From an optimization exercise on the open Yosys and OpenROAD flow, aimed at small area; shortcuts taken in it are not production practice.
Function not checked in this run: the RTL went through the layout flow alone.
Power and IR drop assume default switching activity.

==> design/flow/run.sh <==
#!/bin/bash
# synth_recipe.tcl (not shown) runs the flow's synth.tcl, then flattens the netlist and writes it again
# the make line also repeats each setting of config.mk as NAME=value (left out here)
make -C /OpenROAD-flow-scripts/flow DESIGN_CONFIG=/design/flow/config.mk WORK_HOME=/design/flow/orfs CLKGATE_MAP_FILE= SYNTH_SCRIPT=/design/flow/synth_recipe.tcl finish
==> design/flow/config.mk <==
export PLATFORM = sky130hd
export DESIGN_NAME = Top_FFT
export DESIGN_NICKNAME = Top_FFT
export VERILOG_FILES = /design/flow/design.v
export SDC_FILE = /design/flow/constraint.sdc
export NUM_CORES = 4
export LEC_CHECK = 0
export CAP_MARGIN = 20
export CORE_MARGIN = 2
export CORE_UTILIZATION = 40
export SLEW_MARGIN = 20
==> design/flow/twiddle_imag.mem <==
0000000000000000
1111111111110011
1111111111100111
1111111111011010
1111111111001110
1111111111000010
1111111110110110
1111111110101010
1111111110011110
1111111110010011
1111111110000111
1111111101111100
1111111101110010
1111111101101000
1111111101011110
1111111101010100
1111111101001011
1111111101000010
1111111100111010
1111111100110010
1111111100101011
1111111100100100
1111111100011110
1111111100011001
1111111100010011
1111111100001111
1111111100001011
1111111100001000
1111111100000101
1111111100000011
1111111100000001
1111111100000000
1111111100000000
1111111100000000
1111111100000001
1111111100000011
1111111100000101
1111111100001000
1111111100001011
1111111100001111
1111111100010011
1111111100011001
1111111100011110
1111111100100100
1111111100101011
1111111100110010
1111111100111010
1111111101000010
1111111101001011
1111111101010100
1111111101011110
1111111101101000
1111111101110010
1111111101111100
1111111110000111
1111111110010011
1111111110011110
1111111110101010
1111111110110110
1111111111000010
1111111111001110
1111111111011010
1111111111100111
1111111111110011
==> design/flow/design.v <==
module delay_unit #(parameter DATA_WIDTH=32 )
(
input clk,
input reset,
input  [DATA_WIDTH-1:0] in_data,
output reg  [DATA_WIDTH-1:0] out_data
);
always @ (posedge clk, negedge reset )begin
  if(reset!=1'b1) begin
    out_data<='b0;
  end
  else begin
    out_data <= in_data;
  end
end
endmodule
module Multiplier #(
    parameter DATA_WIDTH = 16
) (
    input wire signed [DATA_WIDTH-1:0] in1, in2,
    output wire signed [2*DATA_WIDTH-1:0] out
);
  assign out = in1*in2;
endmodule
module Complex_Multiplier #(
    parameter INTEGER_SIZE = 8,
                FRACT_SIZE = 8
) (
    input   wire                                clk, rst,
    input   wire    signed  [INTEGER_SIZE+FRACT_SIZE-1:0]    in1_r,in1_i,
    input   wire    signed  [INTEGER_SIZE+FRACT_SIZE-1:0]    in2_r,in2_i,
    output  wire    signed  [INTEGER_SIZE+FRACT_SIZE-1:0]    out_r,out_i
);
localparam DATA_WIDTH = INTEGER_SIZE+FRACT_SIZE ;
wire signed [2*DATA_WIDTH-1:0] prod1, prod2, prod3, prod4;
wire signed [2*DATA_WIDTH-1:0] prod1_seq, prod2_seq, prod3_seq, prod4_seq;
wire signed [DATA_WIDTH-1:0]   out_r_comb, out_i_comb;
assign out_r_comb = (prod1_seq - prod2_seq)>>FRACT_SIZE;
assign out_i_comb = (prod3_seq + prod4_seq)>>FRACT_SIZE;
Multiplier #(.DATA_WIDTH(DATA_WIDTH)) M0 (.in1(in1_r), .in2(in2_r), .out(prod1));
Multiplier #(.DATA_WIDTH(DATA_WIDTH)) M1 (.in1(in1_i), .in2(in2_i), .out(prod2));
Multiplier #(.DATA_WIDTH(DATA_WIDTH)) M2 (.in1(in1_r), .in2(in2_i), .out(prod3));
Multiplier #(.DATA_WIDTH(DATA_WIDTH)) M3 (.in1(in2_r), .in2(in1_i), .out(prod4));
delay_unit #(.DATA_WIDTH(2*DATA_WIDTH)) D1 (.clk(clk), .reset(rst), .in_data(prod1), .out_data(prod1_seq));
delay_unit #(.DATA_WIDTH(2*DATA_WIDTH)) D2 (.clk(clk), .reset(rst), .in_data(prod2), .out_data(prod2_seq));
delay_unit #(.DATA_WIDTH(2*DATA_WIDTH)) D3 (.clk(clk), .reset(rst), .in_data(prod3), .out_data(prod3_seq));
delay_unit #(.DATA_WIDTH(2*DATA_WIDTH)) D4 (.clk(clk), .reset(rst), .in_data(prod4), .out_data(prod4_seq));
delay_unit #(.DATA_WIDTH(DATA_WIDTH)) D5_r (.clk(clk), .reset(rst), .in_data(out_r_comb), .out_data(out_r));
delay_unit #(.DATA_WIDTH(DATA_WIDTH)) D5_i (.clk(clk), .reset(rst), .in_data(out_i_comb), .out_data(out_i));
endmodule
module Complex_MUX2x1 #(
    parameter DATA_WIDTH = 16
) (
    input       wire                          sel,
    input       wire      [DATA_WIDTH-1:0]    in0_r, in0_i,
    input       wire      [DATA_WIDTH-1:0]    in1_r, in1_i,
    output      wire      [DATA_WIDTH-1:0]    out_r, out_i
);
assign out_r = sel?in1_r:in0_r;
assign out_i = sel?in1_i:in0_i;
endmodule
module Butterfly #(
    parameter   DATA_WIDTH = 16
) (
    input   wire                                          en,  
    input   wire    signed        [DATA_WIDTH-1:0]        in1_r, in1_i,
    input   wire    signed        [DATA_WIDTH-1:0]        in2_r, in2_i,
    output  wire    signed        [DATA_WIDTH-1:0]        sum_out_r, sum_out_i,
    output  wire    signed        [DATA_WIDTH-1:0]        diff_out_r, diff_out_i
);
    assign sum_out_r = en? in1_r + in2_r:'b0;
    assign sum_out_i = en? in1_i + in2_i:'b0;
    assign diff_out_r = en? in1_r - in2_r:'b0;
    assign diff_out_i = en? in1_i - in2_i:'b0;
endmodule
module Memory_Shifter 
#(parameter MEMORY_DEPTH=8 ,DATA_WIDTH=16)
 (input    [DATA_WIDTH-1:0]    data_in_r, data_in_i,
 input      clk,
 input      rst,
 output   [DATA_WIDTH-1:0] data_out_r, data_out_i
);
    genvar i ;
wire [DATA_WIDTH-1:0] out_data_r [0:MEMORY_DEPTH-1];
wire [DATA_WIDTH-1:0] out_data_i [0:MEMORY_DEPTH-1];
    generate 
        for(i=0;i<(MEMORY_DEPTH);i=i+1)begin :for_loop
            if(i==0) begin
               delay_unit #(.DATA_WIDTH(DATA_WIDTH)) u0_r   (.clk(clk),.reset(rst), .in_data(data_in_r), .out_data(out_data_r[i]) );
               delay_unit #(.DATA_WIDTH(DATA_WIDTH)) u0_i   (.clk(clk),.reset(rst), .in_data(data_in_i), .out_data(out_data_i[i]) );
            end
            else  begin
                delay_unit #(.DATA_WIDTH(DATA_WIDTH)) u1_r  (.clk(clk),.reset(rst), .in_data(out_data_r[i-1]), .out_data(out_data_r[i]) );
                delay_unit #(.DATA_WIDTH(DATA_WIDTH)) u1_i  (.clk(clk),.reset(rst), .in_data(out_data_i[i-1]), .out_data(out_data_i[i]) );
            end
        end
    endgenerate
    assign data_out_r = out_data_r[MEMORY_DEPTH-1];
    assign data_out_i = out_data_i[MEMORY_DEPTH-1];
endmodule
module Twiddle_Factor 
#(parameter NFFT = 128,  
            DATA_WIDTH = 16
)
(
    input   wire     [$clog2(NFFT/2)-1:0]      address,
    output  wire     [DATA_WIDTH-1:0]          data_real, data_imag 
);
reg     [DATA_WIDTH-1:0]    ROM_imag    [NFFT/2 - 1:0];
reg     [DATA_WIDTH-1:0]    ROM_real    [NFFT/2 - 1:0];
initial
begin
    $readmemb("twiddle_real.mem",ROM_real);
    $readmemb("twiddle_imag.mem",ROM_imag);
end
assign data_real = ROM_real[address];
assign data_imag = ROM_imag[address];   
endmodule
module Twiddle_Address_gen #(
    parameter   STAGE_NO = 1,
                NFFT = 128
) (
    input       wire                        clk, rst,
    input       wire                        Twiddle_active,
    output      reg [$clog2(NFFT/2)-1:0]    Twiddle_address
);
localparam  IDLE = 0,
            ADDRESS_GEN = 1;
reg [$clog2(NFFT):0] counter, counter_seq;
reg current_state, next_state;
always @(posedge clk or negedge rst) begin
    if(!rst) begin
        counter_seq <= 'b0;
        current_state <= IDLE;
    end
    else begin
        counter_seq <= counter;
        current_state <= next_state;
    end
end
always @(*) begin
    next_state = IDLE;
    Twiddle_address = 'b0;
    counter = 'b0;
    case (current_state)
        IDLE:begin
            Twiddle_address = 'b0;
            counter = 'b0;
            if(Twiddle_active == 1'b1) begin
                next_state = ADDRESS_GEN;
            end
            else begin
                next_state = IDLE;
            end
        end
        ADDRESS_GEN: begin
            counter = counter_seq + 1'b1;
            if(STAGE_NO == $clog2(NFFT))
                Twiddle_address = 'b0;
            else if(counter_seq[$clog2(NFFT)-STAGE_NO] )
                Twiddle_address =  2**(STAGE_NO-1) * counter_seq[$clog2(NFFT)-STAGE_NO-1:0];
            else
                Twiddle_address = 'b0;
            if(counter_seq == NFFT-1)
                next_state = IDLE;
            else
                next_state = ADDRESS_GEN;
        end
    endcase
end
endmodule
module MUX1_Control_unit #(
    parameter   NFFT = 128,
                STAGE_NO = 1
) (
    input   wire    clk, rst,
    input   wire    start_conv,
    output  reg     sel1   
);                                      
localparam  IDLE    = 0,
            INACTIVE = 1,
            ACTIVE = 2;
reg [$clog2(NFFT)-STAGE_NO:0] counter, counter_seq;      
reg [STAGE_NO:0]  end_control_counter;                   
reg [STAGE_NO:0]  end_control_counter_seq; 
reg end_control;                                         
reg [1:0] current_state, next_state;                    
always@(posedge clk or negedge rst) begin
    if(!rst) begin
        current_state <= 'b0;
        counter_seq <= 'b0;
        end_control_counter_seq <='b0;
    end
    else begin
        current_state <= next_state;
        counter_seq <= counter;
        end_control_counter_seq <= end_control_counter;
    end
end
always @(*) begin
    sel1         = 1'b0;
    end_control = 1'b1;
    counter     = 'b0;
    end_control_counter = 'b0;
    next_state  = IDLE;
    case (current_state)
        IDLE: begin
            sel1         = 1'b0;
            end_control = 1'b1;
            counter     = 'b0;
            end_control_counter = 'b0;
            if(start_conv) begin
                next_state = INACTIVE;
                end_control_counter = end_control_counter_seq + 1'b1;
                counter     = 'b0;
            end
            else begin
                next_state = IDLE;
                end_control_counter = end_control_counter_seq;
            end
        end
        INACTIVE: begin
            sel1         = 1'b0;
            end_control = 1'b0;
            if(counter_seq == 2**($clog2(NFFT)-STAGE_NO)-1) begin
                if(end_control_counter_seq == 2**(STAGE_NO-1)+1) begin
                    next_state = IDLE;
                    counter = 'b0;
                    end_control_counter = 'b0;
                end
                else begin
                    next_state  = ACTIVE;
                    sel1         = 1'b1;
                    counter = 'b0;
                    end_control_counter = end_control_counter_seq;
                end
            end
            else begin
                counter     = counter_seq + 1'b1;
                next_state  = INACTIVE;
                end_control_counter = end_control_counter_seq;
            end
        end
        ACTIVE: begin
            sel1         = 1'b1;
            end_control = 1'b0;
            if(counter_seq == 2**($clog2(NFFT)-STAGE_NO)-1) begin
                counter = 'b0;
                next_state = INACTIVE;
                sel1         = 1'b0;
                end_control_counter = end_control_counter_seq + 1'b1;
            end
            else begin
                counter     = counter_seq + 1'b1;
                next_state = ACTIVE;
                end_control_counter = end_control_counter_seq;
            end
        end
        default: begin
            sel1         = 1'b0;
            end_control = 1'b1;
            counter     = 'b0;
            end_control_counter = 'b0;
            next_state  = IDLE;
        end
    endcase
end
endmodule
module SDF_Stage #(
    parameter   INTEGER_SIZE = 8,
                FRACT_SIZE = 8,
                STAGE_NO = 1,
                NFFT = 128
) (
    input       wire                                             clk, rst,
    input       wire                                             start_conv,
    input       wire    signed  [INTEGER_SIZE+FRACT_SIZE-1:0]    serial_in_r, serial_in_i,
    output      wire    signed  [INTEGER_SIZE+FRACT_SIZE-1:0]    serial_out_r, serial_out_i
);
localparam DATA_WIDTH = INTEGER_SIZE+FRACT_SIZE ;
wire signed [DATA_WIDTH-1:0]        BUF_in_r, BUF_in_i;      
wire signed [DATA_WIDTH-1:0]        BUF_out_r, BUF_out_i;    
wire signed [DATA_WIDTH-1:0]        BFLY_out1_r, BFLY_out1_i;    
wire signed [DATA_WIDTH-1:0]        BFLY_out2_r, BFLY_out2_i;    
wire signed [DATA_WIDTH-1:0]        MUL_r_buf_in, MUL_r_buf_out;
wire signed [DATA_WIDTH-1:0]        MUL_i_buf_in, MUL_i_buf_out;
wire signed [DATA_WIDTH-1:0]        TF_r_buf_out, TF_i_buf_out;
wire signed [DATA_WIDTH-1:0]        MUX2_in0_r, MUX2_in0_i;
wire signed [DATA_WIDTH-1:0]        MUX2_in1_r, MUX2_in1_i;
wire                                sel1, sel2  ;
wire        [$clog2(NFFT/2)-1:0]    Twiddle_address;
Complex_MUX2x1 #(.DATA_WIDTH(DATA_WIDTH)) MUX1 (
    .sel(sel1),
    .in0_r(serial_in_r), 
    .in0_i(serial_in_i),
    .in1_r(BFLY_out2_r),
    .in1_i(BFLY_out2_i),
    .out_r(BUF_in_r),
    .out_i(BUF_in_i)
    );
Memory_Shifter #(   .DATA_WIDTH(DATA_WIDTH), 
                    .MEMORY_DEPTH(2**($clog2(NFFT)-STAGE_NO))) MS1 (
    .clk(clk),
    .rst(rst),
    .data_in_r(BUF_in_r),
    .data_in_i(BUF_in_i),
    .data_out_r(BUF_out_r),
    .data_out_i(BUF_out_i)
);
Butterfly #(.DATA_WIDTH(DATA_WIDTH)) BF1 (
    .en(sel1),
    .in1_r(BUF_out_r),
    .in1_i(BUF_out_i),
    .in2_r(serial_in_r),
    .in2_i(serial_in_i),
    .sum_out_r(BFLY_out1_r),
    .sum_out_i(BFLY_out1_i),
    .diff_out_r(BFLY_out2_r),
    .diff_out_i(BFLY_out2_i)
);
delay_unit #(.DATA_WIDTH(1)) DU_SEL1_MUX2 (
    .clk(clk),
    .reset(rst),
    .in_data(sel1),
    .out_data(sel2)
);
Complex_MUX2x1 #(.DATA_WIDTH(DATA_WIDTH)) MUX2 (
    .sel(sel2),
    .in0_r(MUX2_in0_r),
    .in0_i(MUX2_in0_i),
    .in1_r(MUX2_in1_r),
    .in1_i(MUX2_in1_i),
    .out_r(MUL_r_buf_in),
    .out_i(MUL_i_buf_in)
);
delay_unit #(.DATA_WIDTH(DATA_WIDTH)) DU_MUX2_MUL_r (
    .clk(clk),
    .reset(rst),
    .in_data(MUL_r_buf_in),
    .out_data(MUL_r_buf_out)
);
delay_unit #(.DATA_WIDTH(DATA_WIDTH)) DU_MUX2_MUL_i (
    .clk(clk),
    .reset(rst),
    .in_data(MUL_i_buf_in),
    .out_data(MUL_i_buf_out)
);
MUX1_Control_unit #(.NFFT(NFFT), .STAGE_NO(STAGE_NO)) CU1 (
    .clk(clk),
    .rst(rst),
    .start_conv(start_conv),
    .sel1(sel1)
);
Twiddle_Address_gen #(.STAGE_NO(STAGE_NO), .NFFT(NFFT)) CU4 (
    .clk(clk),
    .rst(rst),
    .Twiddle_active(sel2),
    .Twiddle_address(Twiddle_address)
);
Twiddle_Factor #(.NFFT(NFFT), .DATA_WIDTH(DATA_WIDTH)) TF1 (
    .address(Twiddle_address),
    .data_real(TF_r_buf_out),
    .data_imag(TF_i_buf_out)
);
Complex_Multiplier #(.INTEGER_SIZE(INTEGER_SIZE), .FRACT_SIZE(FRACT_SIZE)) MUL1 (
    .clk(clk),
    .rst(rst),
    .in1_r(MUL_r_buf_out),
    .in1_i(MUL_i_buf_out),
    .in2_r(TF_r_buf_out),
    .in2_i(TF_i_buf_out),
    .out_r(serial_out_r),
    .out_i(serial_out_i)
);
delay_unit #(.DATA_WIDTH(DATA_WIDTH)) DU1_MS_r (
    .clk(clk),
    .reset(rst),
    .in_data(BUF_out_r),
    .out_data(MUX2_in0_r)
);
delay_unit #(.DATA_WIDTH(DATA_WIDTH)) DU1_MS_i (
    .clk(clk),
    .reset(rst),
    .in_data(BUF_out_i),
    .out_data(MUX2_in0_i)
);
delay_unit #(.DATA_WIDTH(DATA_WIDTH)) DU1_BF_r (
    .clk(clk),
    .reset(rst),
    .in_data(BFLY_out1_r),
    .out_data(MUX2_in1_r)
);
delay_unit #(.DATA_WIDTH(DATA_WIDTH)) DU1_BF_i (
    .clk(clk),
    .reset(rst),
    .in_data(BFLY_out1_i),
    .out_data(MUX2_in1_i)
);
endmodule
module Top_controller #(
    parameter   NFFT = 128
) (
    input   wire    clk, rst,
    input   wire    start_FFT,
    output  reg  [$clog2(NFFT)-1:0] start_stage,
    output  reg     end_FFT, data_valid
);
    localparam  IDLE = 0,
                STAGE_OPERATION = 1,
                DATA_VALID = 3;
reg [$clog2(NFFT)-1:0] counter1, counter1_seq;   
reg [$clog2(NFFT)-1:0] counter_limit, counter_limit_seq;  
reg [$clog2(NFFT)-1:0] start_stage_seq;
reg [1:0]              current_state, next_state;
always @(posedge clk or negedge rst) begin
    if(!rst) begin
        counter1_seq <= 'b0;
        counter_limit_seq <= 'b0;
        current_state <= 2'b0;
        start_stage_seq <= 'b0;
    end
    else begin
        counter1_seq <= counter1;
        counter_limit_seq <= counter_limit;
        current_state <= next_state;
        start_stage_seq <= start_stage;
    end
end
always @(*) begin
    counter1 = 'b0;
    counter_limit = 'b0;
    next_state = IDLE;
    start_stage = 'b0;
    end_FFT = 1'b0;
    data_valid = 1'b0;
    case (current_state)
        IDLE: begin
            if(start_FFT) begin
                next_state = STAGE_OPERATION;
                start_stage = 'b1;
                counter1 = 'b0;
                counter_limit = NFFT>>1;
            end
            else begin
                next_state = IDLE;
                start_stage = 'b0;
                counter1 = 'b0;
                counter_limit = 'b0;
            end
        end 
        STAGE_OPERATION: begin
            counter_limit = counter_limit_seq;
            start_stage = start_stage_seq;
            if(counter1_seq == counter_limit_seq+3) begin
                if(start_stage[$clog2(NFFT)-1] == 1) begin  
                    next_state = DATA_VALID;
                    start_stage = 'b0;
                    counter1 = 'b0;
                    counter_limit = NFFT-1;
                    end_FFT = 1'b1;
                    data_valid = 1'b1;
                end
                else begin  
                    next_state = STAGE_OPERATION;
                    start_stage = start_stage_seq<<1;
                    counter1 = 'b0;
                    counter_limit = counter_limit_seq>>1;
                    end_FFT = 1'b0;
                end
            end
            else begin
                next_state = STAGE_OPERATION;
                counter1 = counter1_seq + 1'b1;
            end
        end
        DATA_VALID: begin
            counter_limit = counter_limit_seq;
            data_valid = 1'b1;
            if(counter1_seq == counter_limit_seq) begin  
                next_state = IDLE;
                counter1 = 'b0;
                data_valid = 1'b0;
            end
            else begin  
                next_state = DATA_VALID;
                counter1 = counter1_seq +1'b1;
            end
        end
    endcase
end
endmodule
module Top_FFT #(
    parameter   INTEGER_SIZE = 8,
                FRACT_SIZE = 8,
                NFFT = 128
) (
    input       wire                                             clk, rst,
    input       wire                                             start_FFT,
    input       wire    signed  [INTEGER_SIZE+FRACT_SIZE-1:0]    serial_in_r, serial_in_i,
    output      wire    signed  [INTEGER_SIZE+FRACT_SIZE-1:0]    serial_out_r, serial_out_i,
    output      wire                                             end_FFT, data_valid_FFT
);
localparam DATA_WIDTH = INTEGER_SIZE+FRACT_SIZE ;
genvar i;
wire    [$clog2(NFFT)-1:0]      start_stages;
wire    [DATA_WIDTH-1:0]        stage_n_in_r      [0:$clog2(NFFT)-2];
wire    [DATA_WIDTH-1:0]        stage_n_in_i      [0:$clog2(NFFT)-2];
generate
    for (i =0 ;i< $clog2(NFFT); i=i+1) begin :for_loop
        if(i==0) begin  
            SDF_Stage #(
                .INTEGER_SIZE   (INTEGER_SIZE       ), 
                .FRACT_SIZE     (FRACT_SIZE         ), 
                .STAGE_NO       (i+1                ), 
                .NFFT           (NFFT               )
                ) ST1 (
                .clk            (clk                ),
                .rst            (rst                ),
                .start_conv     (start_stages[i]    ),
                .serial_in_r    (serial_in_r        ),
                .serial_in_i    (serial_in_i        ),
                .serial_out_r   (stage_n_in_r[i]    ),
                .serial_out_i   (stage_n_in_i[i]    )
            );
        end
        else if(i==$clog2(NFFT)-1) begin  
            SDF_Stage #(
                .INTEGER_SIZE   (INTEGER_SIZE       ), 
                .FRACT_SIZE     (FRACT_SIZE         ), 
                .STAGE_NO       (i+1                ), 
                .NFFT           (NFFT               )
                ) ST3 (
                .clk            (clk                ),
                .rst            (rst                ),
                .start_conv     (start_stages[i]    ),
                .serial_in_r    (stage_n_in_r[i-1]  ),
                .serial_in_i    (stage_n_in_i[i-1]  ),
                .serial_out_r   (serial_out_r       ),
                .serial_out_i   (serial_out_i       )
            );
        end
        else begin  
            SDF_Stage #(
                .INTEGER_SIZE   (INTEGER_SIZE       ), 
                .FRACT_SIZE     (FRACT_SIZE         ), 
                .STAGE_NO       (i+1                ), 
                .NFFT           (NFFT               )
                ) ST2 (
                .clk            (clk                ),
                .rst            (rst                ),
                .start_conv     (start_stages[i]    ),
                .serial_in_r    (stage_n_in_r[i-1]  ),
                .serial_in_i    (stage_n_in_i[i-1]  ),
                .serial_out_r   (stage_n_in_r[i]    ),
                .serial_out_i   (stage_n_in_i[i]    )
            );
        end
    end
endgenerate
Top_controller #(.NFFT(NFFT)) TOP_CONT1 (
    .clk(clk),
    .rst(rst),
    .start_FFT(start_FFT),
    .start_stage(start_stages),
    .end_FFT(end_FFT),
    .data_valid(data_valid_FFT)
);
endmodule
==> design/flow/constraint.sdc <==
create_clock -name core_clock -period 12.0 [get_ports {clk}]
set_input_delay 2.4000 -clock core_clock [delete_from_list [all_inputs] [get_ports {clk}]]
set_output_delay 2.4000 -clock core_clock [all_outputs]
set_load 0.01 [all_outputs]
==> design/flow/twiddle_real.mem <==
0000000100000000
0000000100000000
0000000011111111
0000000011111101
0000000011111011
0000000011111000
0000000011110101
0000000011110001
0000000011101101
0000000011100111
0000000011100010
0000000011011100
0000000011010101
0000000011001110
0000000011000110
0000000010111110
0000000010110101
0000000010101100
0000000010100010
0000000010011000
0000000010001110
0000000010000100
0000000001111001
0000000001101101
0000000001100010
0000000001010110
0000000001001010
0000000000111110
0000000000110010
0000000000100110
0000000000011001
0000000000001101
0000000000000000
1111111111110011
1111111111100111
1111111111011010
1111111111001110
1111111111000010
1111111110110110
1111111110101010
1111111110011110
1111111110010011
1111111110000111
1111111101111100
1111111101110010
1111111101101000
1111111101011110
1111111101010100
1111111101001011
1111111101000010
1111111100111010
1111111100110010
1111111100101011
1111111100100100
1111111100011110
1111111100011001
1111111100010011
1111111100001111
1111111100001011
1111111100001000
1111111100000101
1111111100000011
1111111100000001
1111111100000000
==> reports/qor.yml <==
run_status:
  status: "complete, no violations"
routing:
  drt_iter0_drc: 9626
  viasPerCell: 4.71
  vias: 181000
  dr.pass1.iters: 6
  ant_nets: 0
  drc: 0
  wire_per_inst_um: 18.0
  wl_um: 693000
yosys:
  ys_seq_elements: 5694
  synth.avg_cell_area_um2: 12.0
  yosysMostFrequentCell: "dfrtp_1"
  syn_nets: 33000
  yosysTopAreaCell: "dfrtp_1"
  synth_cells: 27000
  synth-edff-count: 0
  yosys-top-cells-area: "dfrtp_1 44%, fa_1 22%, ha_1 9.7%, inv_1 6.1%, xnor2_1 2.9%"
  yosysWarnings: 27
  synthFlopType: "dfrtp_1"
  seq_area_frac_synth: 0.441
  synth_area_mm2: 0.323
  yosysUniqueCellTypes: 95
  yosysTopAreaCellShare: 0.441
  async_reset_ff_frac: 1.00
  synthTopCellsByCount: "5694 x dfrtp_1, 5277 x inv_1, 3545 x fa_1"
setup_path:
  path_max_fanout: 20
  crit_path_end_kind: "flop"
  r2r_end: "for_loop[0].genblk1.ST1.MUL1.D4.out_data[23]"
  cp-startpoint: "for_loop[0].genblk1.ST1.CU4.current_state"
  worstSetupPathType: "flop to flop"
  cp-start-kind: "flop"
  critPathRequiredTime_ps: 12930
  worstPathArrival_ps: 10830
  worstRegToRegCells: 27
  reg2reg_slack_ps: 2100
  r2r_start: "for_loop[0].genblk1.ST1.CU4.current_state"
global_routing:
  grt_antenna_before_repair: 36
  grt_overflow: 0
  grt_pass1_wl_um: 1140000
  grt_pass1_vias: 201000
  grt_max_degree: 207
  grtUsageTotal: 0.176
timing:
  setup_tns_ps: 0
  hold_ws_ps: 258
  finClkSkew_ps: 90.1
  tightest_slew_ps: 1120
  slew_viol_final: 0
  period_needed_ps: 9900
  rsz0062_at_grt: "no"
  final_hold_viol_count: 0
  setup_viol: 0
  fin_crit_sh: 0.825
  fmax_ghz: 0.101
  slew_headroom: 0.249
power_and_ir_drop:
  power.density_mw_per_mm2: 110
  leakage_nw: 186
  irDropWorstVdd_uv: 147
finish:
  area_delta_synth_final_pct: 10.9
  stdcell_count: 38400
  drive_gt1_frac: 0.0575
  fin_nets: 33300
  fin_area_mm2: 0.358
die:
  fp-row-count: 330
  die_x_um: 903
  ios: 69
  die_area_mm2: 0.815
  die_h_um: 903
  start_util: 0.401
  core_area_mm2: 0.806
placement:
  place_hpwl_um: 513000
  dpl_cell_area_mm2: 0.337
  port_buffers: 68
  gp_congestion: 0.874
  dp.cells: 37400
cts:
  cts_root_buf: "clkbuf_16"
  clockBufferDepth: 4
  cts-htree-levels: 6
  cts-buffers-inserted: 595
  cts.clk_slew.worst_paths_ps: 60
  numClockSinks: 5694
  postCtsSetupBuffers: 0
  cts_tree: "done"
  insertion_delay_ps: 1160
  cts_hold_buf: 0
  cts-resized-gates: 0
job:
  drv_cap: 0
min_path:
  worstHoldPathType: "flop to flop"
  holdPathStages: 0
[cell type report]
| class | count | area (µm²) |
|---|---|---|
| Inverter | 5285 | 19800 |
| Sequential cell | 5694 | 142000 |
| Clock buffer | 814 | 16700 |
| Timing Repair Buffer | 329 | 3020 |
| Fill cell | 73700 | 448000 |
| Multi-Input combinational cell | 15300 | 158000 |
| Antenna cell | 13 | 32.5 |
| Tap cell | 10800 | 13500 |
| Clock inverter | 254 | 4110 |
[cells in the final DEF (no fill, tap or decap), types with 289 or more instances in the layout]
cell       count
a21oi_1      608
inv_1       5277
xnor2_1     1054
o21ai_0      568
nand2_1     1537
nor2b_1      338
clkbuf_16    597
ha_1        2497
dfrtp_1     5691
nor2_1      1069
xor2_1       289
and2_1      1336
fa_1        3545
[where the power goes]
group,internal (mW),leakage [nW],switching (mW)
logic,0.193,99.9,0.577
clock network,11.1,10.0,7.97
registers,19.5,75.8,0.156
total,30.8,186,8.70
[kinds of logic (layout without fill, tap and decap cells)]
kind of cell | after synthesis | after routing | share of synthesized area
XOR/XNOR | 1344 | 1344 | 0.0365
AND/OR/NAND/NOR | 5307 | 5307 | 0.0815
other | 0 | 13 | 0
multiplexers | 251 | 251 | 0.00866
flip-flops | 5694 | 5694 | 0.441
AO/OA/AOI/OAI | 2320 | 2320 | 0.0458
buffers and inverters | 6005 | 6682 | 0.0698
adder cells (fa/ha/maj) | 6045 | 6045 | 0.317
[per-stage QoR]
step                setup slack, ps  power (mW)  utilization
floorplan                      3740        20.3            -
global placement               2260        20.8        0.418
detailed placement             2090        20.8        0.418
CTS                            2060        40.3        0.444
global route                   1360        41.2        0.444
finish                         2100        39.5        0.444
[critical path, stage by stage (launching register included)]
cell	delay [ps]
dfrtp_1	530
nand2_1	270
nor2_1	660
inv_1	220
ha_1	380
nand3_1	480
nand2_1	510
inv_1	800
nand2_1	300
fa_1	750
inv_1	150
fa_1	520
fa_1	450
fa_1	520
fa_1	490
inv_1	50
fa_1	470
inv_1	50
ha_1	320
o21a_1	190
o21a_1	220
nand2_1	80
o21ai_0	170
o211a_1	310
o21a_1	200
o21a_1	190
o41ai_1	320
xnor2_1	120
[how the worst max path moves through the flow]
stage,endpoint,slack (ps),cells after the start
after floorplan,for_loop[0].genblk1.ST1.MUL1.D3.out_data[23],3740,31
after global placement,for_loop[0].genblk1.ST1.MUL1.D4.out_data[23],2260,32
after detailed placement,for_loop[0].genblk1.ST1.MUL1.D4.out_data[23],2090,27
after CTS,for_loop[0].genblk1.ST1.MUL1.D4.out_data[23],2060,27
after global routing,for_loop[0].genblk1.ST1.MUL1.D4.out_data[23],1360,27
final,for_loop[0].genblk1.ST1.MUL1.D4.out_data[23],2100,27
[per-layer routing]
| layer | vias up | wire length, µm | global-route usage |
|---|---|---|---|
| li1 | 82800 | - | - |
| met3 | 1111 | 25000 | 0.0193 |
| met1 | 93900 | 298000 | 0.233 |
| met4 | 0 | 25200 | 0.0543 |
| met2 | 3170 | 345000 | 0.305 |
| met5 | - | 0 | 0 |

## afterwards: timing with drivers on the ports
Ports are ideal in the flow. The routed layout listed here was re-timed in OpenROAD.
Step 1: set_driving_cell puts a clkbuf_16 on clk and a buf_2 on each other input, an assumption about the parent block.
Step 2 moves the port delays by t, midway between the first and last clock arrival at a register: inputs arrive t later, outputs are due t later. That takes back most of the time a late clock gives input paths.
Three values: ideal, step 1, step 2; two values: the first two.
shift t [ns]: 1.254
setup WS [ns]: 2.097 / 2.097 / 2.097
worst setup path at the end: register to register
clock arrival spread, ns: 0.177 / 0.177
worst data-port slew with drivers (ns): 0.29
After both steps this run still meets setup and hold. The setup slack of this run moves by 0.000 ns with the drivers and by 0.000 ns with both steps.
